From an optimization exercise on the open Yosys and OpenROAD flow, aimed at small area and a short achievable clock period; shortcuts taken in it are not production practice.
The RTL was checked by simulation tests, not by an equivalence proof against the original design.
No activity file was given, so power comes from the tool's default toggle rates.

==> flow/design.v, too long to show whole: its modules and the start of the top module <==
// module fa: 4 lines
// module han: 4 lines
// module hap: 4 lines
// module ginv: 1 lines
// module gnand2: 1 lines
// module gnor2: 1 lines
// module gand2: 1 lines
// module gor2: 1 lines
// module gxor2: 1 lines
// module gxnor2: 1 lines
// module gaoi21: 1 lines
// module goai21: 1 lines
// module circuit: 2281 lines
module circuit (
  output [47:0] p,
  input  [17:0] a, b, d,
  input  [47:0] c,
  input  clk, rstn);
  // ...
==> flow/flow/run.sh <==
#!/bin/bash
# Standard layout, with the port buffers made of buf_2 cells instead of the default delay buffer.
set -euo pipefail
export BUFFER_PORTS_ARGS="-buffer_cell sky130_fd_sc_hd__buf_2"
bash standard.sh > standard.log 2>&1
==> flow/standard.sh <==
#!/bin/bash
# synth_recipe.tcl (not shown) runs the flow's synth.tcl, then flattens the netlist and writes it again
# the make line also repeats each setting of config.mk as NAME=value (left out here)
make -C /OpenROAD-flow-scripts/flow DESIGN_CONFIG=/design/flow/config.mk WORK_HOME=/design/flow/orfs CLKGATE_MAP_FILE= SYNTH_SCRIPT=/design/flow/synth_recipe.tcl "${@:-finish}"
==> flow/config.mk <==
export PLATFORM = sky130hd
export DESIGN_NAME = circuit
export DESIGN_NICKNAME = circuit
export VERILOG_FILES = /design/flow/design.v
export SDC_FILE = /design/flow/constraint.sdc
export NUM_CORES = 4
export LEC_CHECK = 0
export CAP_MARGIN = 20
export CORE_MARGIN = 2
export CORE_UTILIZATION = 65
export CTS_CLUSTER_DIAMETER = 50
export CTS_CLUSTER_SIZE = 20
export SETUP_SLACK_MARGIN = 4.6
export SLEW_MARGIN = 20
export SYNTH_HIERARCHICAL = 1
==> flow/constraint.sdc <==
create_clock -name core_clock -period 7.0 [get_ports {clk}]
set_input_delay 1.4000 -clock core_clock [delete_from_list [all_inputs] [get_ports {clk}]]
set_output_delay 1.4000 -clock core_clock [all_outputs]
set_load 0.01 [all_outputs]
==> results.ini, run 1 <==
[status]
status = complete, no violations

[worst_setup_path]
r2r-start = s_r[8]
worstSetupPathType = reg -> out
required_ns = 5.60

[grt]
grt_pass1_wl_um = 64250

[layout]
clk_share_pct = 6.238
final_cell_mix = nand2_1, dfxtp_1, fa_1
multi_input_cells = 1126
buf_share_pct = 3.888

[logic_synthesis]
yosys-top-cells-area = dfxtp_1, fa_1, nand2_1
netlist-cell-type-count = 19
synthAdderAreaFrac_pct = 35.23
synthArstFlopShare_pct = 0
synth_fp_nets = 2073
synth_compound_area_share_pct = 4.673

[power]
powerDensity_nw_per_um2 = 498.6
totalPowerFinal_w = 0.01038

[clock_network]
ctsResizeCount = 58
holdBufCountCts = 0

[hold_path]
min_path_cells = 0

[detailed_routing]
wl_met3_um = 3607
ant_nets = 0

[run]
cap_violations = 0

[timing]
slew_headroom_pct = 60.39
tightestPinTransition_ns = 0.5942

[place]
place_area_um2 = 19290

==> run 2: changes to the inputs <==
--- a/flow/config.mk
+++ b/flow/config.mk
@@ -8,8 +8,8 @@
 export CAP_MARGIN = 20
 export CORE_MARGIN = 2
 export CORE_UTILIZATION = 65
-export CTS_CLUSTER_DIAMETER = 50
-export CTS_CLUSTER_SIZE = 20
+export CTS_CLUSTER_DIAMETER = 80
+export CTS_CLUSTER_SIZE = 25
 export SETUP_SLACK_MARGIN = 4.6
 export SLEW_MARGIN = 20
 export SYNTH_HIERARCHICAL = 1
==> results.ini, run 2 <==
[layout]
top_regs = p_r: 48 flops, cn_r: 37 flops, s_r: 19 flops
num-nets-final = 2167
final_cell_mix = nand2_1, dfxtp_1, fa_1
syn_to_final_growth_pct = 9.060
largest_reg_flops = 48
final_area_um2 = 20090
drive_above_1_share_pct = 17.55
mostFrequentLayoutCell = nand2_1
top_register = p_r

[grt]
grt_pass1_vias = 12142
antenna_found_initial = 0
grt_pass1_wl_um = 63290  ; -1.5%
grt_max_degree = 43
gr-total-overflow = 0
track_usage_pct = 28.25

[timing]
setup_violations = 0
fmax_mhz = 423.2
rsz0062_at_grt = yes
hold_violations = 0
period_minus_slack_ns = 2.363
finalClockSkew_ns = 0.01537
finalCritPeriodShare_pct = 33.75
drv_slew = 0
finalSetupTns_ns = 0
slew_headroom_pct = 60.00  ; -0.39 points
tightestPinTransition_ns = 0.6000  ; +0.005852 ns

[place]
place_congestion = 0.8634
place_area_um2 = 19290  ; unchanged
io_buffers = 151
hpwl_um = 28900

[detailed_routing]
via_per_inst = 5.425
routedLengthMet1_um = 16560
routed_wl_um = 40070
highest_layer = met4
wl_per_cell_um = 18.98
first_iter_violations = 842
vias = 11453
route.detailed.drc = 0
wl_met3_um = 3443  ; -4.5%
first_pass_iters = 6
met2WireLength_um = 18480
ant_nets = 0  ; unchanged

[power]
peakVddDrop_v = 0.0002801
powerDensity_nw_per_um2 = 473.4  ; -5.0%
p_leak_nw = 8.186

[clock_network]
cts_tree = built
clock_path_buffers = 3
root_buffer = clkbuf_16
htreeDepth = 1
path_clk_slew_ns = 0.09
numCtsBuffers = 19
cts_num_sinks = 360
holdBufCountCts = 0  ; unchanged
clk_latency_ns = 0.52

[floorplan]
die_area_um2 = 29700
die_h_um = 172.4
initial_core_util_pct = 66.13
rows = 61
fp.coreArea_um2 = 27860
die_w_um = 172.4
pin_count = 152

[logic_synthesis]
synth_fp_nets = 2073  ; unchanged
synth_top_area_share_pct = 39.12
synth-simple-area-share_pct = 12.35
syn-mean-instance-area_um2 = 11.27
synth-seq-cells = 360
synth_area_leader_cell = dfxtp_1
synth_top_family_by_area = adder cells
synth_cells = 1635
synth_mux_area_share_pct = 0
synth_warnings = 7
netlist-cell-type-count = 19  ; unchanged
synth_ff_type = dfxtp_1
mappedNetlistArea_um2 = 18420
synthArstFlopShare_pct = 0  ; unchanged
synthAdderAreaFrac_pct = 35.23  ; unchanged
seq_area_frac_synth_pct = 39.12
synth-xor-area-share_pct = 4.992
synth_compound_area_share_pct = 4.673  ; unchanged
synth_edf_count = 0
yosysMostFrequentCell = nand2_1
yosys-top-cells-area = dfxtp_1, fa_1, nand2_1
synthTopCellsByCount = nand2_1, dfxtp_1, fa_1

[status]
status = complete, no violations

[worst_setup_path]
r2r-start = t_r_10_2
arrival_ns = 0.96
worstSetupPathType = reg -> out
required_ns = 5.60  ; about the same
r2r-end = lo_r_11
cp-end-kind = primary output
path_cells = buf_2
critPathLaunchType = flip-flop
cp_max_fo = 1
cp_num_buf_inv = 1
worstRegToRegCells = 8
slowest_stage = dfxtp_2
rrSetupSlack_ns = 4.66
critical-path-top-delay-family = flip-flops
max_stage_delay_ns = 0.33

[run]
cap_violations = 0  ; unchanged

[hold_path]
hp-class = reg -> reg
min_from = cn_r[36]
hold_end = t_r_36_0
min_path_cells = 0  ; unchanged

[run 2: cell types whose count changed in the layout (fill, tap and decap cells not counted), moves of 6 or more]
cell       change
clkbuf_16     -20
dfxtp_1        -6
dfxtp_2        +6
inv_8          -8
[run 2: modules after synthesis (local to each module, per instance)]
module / area [um^2] / flops+latches
circuit: 9515 / 360
fa: 20.02 / 0
gaoi21: 8.758 / 0
ginv: 3.754 / 0
gnand2: 3.754 / 0
gnor2: 3.754 / 0
goai21: 5.005 / 0
gor2: 6.256 / 0
gxnor2: 8.758 / 0
gxor2: 8.758 / 0
hap: 12.51 / 0
[run 2: power breakdown]
group / total (W) / internal, W / switching (W) / leakage [nW]
Sequential: 0.00344 / 0.00284 / 0.000604 / 3.03
Clock: 0.00116 / 0.000516 / 0.000646 / 0.266
Combinational: 0.00491 / 0.00222 / 0.00269 / 4.89
[run 2: kinds of logic (layout without fill, tap and decap cells)]
logic type      count (synthesis)  count (layout)
other cells                     0               1
simple gates                  562             562
flops                         360             360
xor+xnor                      105             105
fa+ha+maj                     334             334
buf+inv                       150             246
compound gates                124             125
[run 2: worst max-delay path by stage]
stage | start | endpoint | slack, ns | cells past startpoint
floorplan | b[1] | s_r[17] | 4.61 | 7
global placement | s_r[6] | t_r_16_4 | 4.19 | 4
detailed placement | s_r[6] | t_r_18_5 | 4.19 | 4
CTS | a_r[15] | t_r_18_5 | 4.60 | 4
global route | p_r[7] | p[7] | 4.58 | 1
finish | p_r[24] | p[24] | 4.64 | 1
[run 2: layout make-up]
cell class | instances | area, um^2
diodes | 1 | 2.502
clock buffers | 20 | 489.2
clock inverters | 4 | 45.04
fillers | 1969 | 7766
inverters | 68 | 255.2
multi-input cells | 1126 | 10630
flip-flops and latches | 360 | 7362
well taps | 378 | 473.0
repair buffers | 154 | 834.6
[run 2: metrics by stage]
step	setup WS, ns	cells	utilization [%]	hold WS [ns]	total power, W
floorplan	4.610	1635	-	0.3096	0.006725
global placement	4.190	2083	69.24	0.3106	0.008103
detailed placement	4.185	2083	69.24	0.3121	0.008291
CTS	4.596	2110	71.61	0.3331	0.009527
global route	4.581	2110	72.11	0.3342	0.01037
finish	4.637	2111	72.12	0.3291	0.009512
[run 2: routing by layer]
metal	up-vias	track usage [%]
met4	0	10.49
met5	-	0
li1	5173	-
met3	128	5.402
met2	593	45.74
met1	5559	38.37
[run 2: repair_timing]
action / CTS / global route
gates resized for setup: 55 / 47
setup buffers: 2 / 0
pin swaps: 3 / 1
gates cloned: 1 / 0
endpoints found under the setup margin: 116 / 69
endpoints found under the hold margin: 0 / 0

==> re-timing with driven ports <==
In the flow no input, the clock included, has a driving cell. The finished layouts below were timed again as built, in two steps.
Step 1: set_driving_cell puts a clkbuf_16 on clk and a buf_2 on each other input, an assumption about the parent block.
Step 2 adds t to the input delays and takes it off the output delays; t is the mean of the earliest and latest rising clock arrival at the registers after step 1. Input paths then give back, and output paths get back, about the clock's delay inside the block.
Slacks: no drivers / after step 1 / after step 2; pairs: no drivers / after step 1.
| run | t, ns | setup WS [ns] | latest minus earliest clock arrival (ns) | cell pins on the clock port's net |
|---|---|---|---|---|
| run 1 | 0.569 | 4.625 / 4.574 / 4.227 | 0.016 / 0.016 | 1 |
| run 2 | 0.565 | 4.637 / 4.584 / 4.168 | 0.017 / 0.017 | 1 |
After both steps setup and hold are still met in every run listed. For run 2, which loses most, drivers alone change the setup slack by -0.053 ns; drivers and shift together by -0.469 ns.
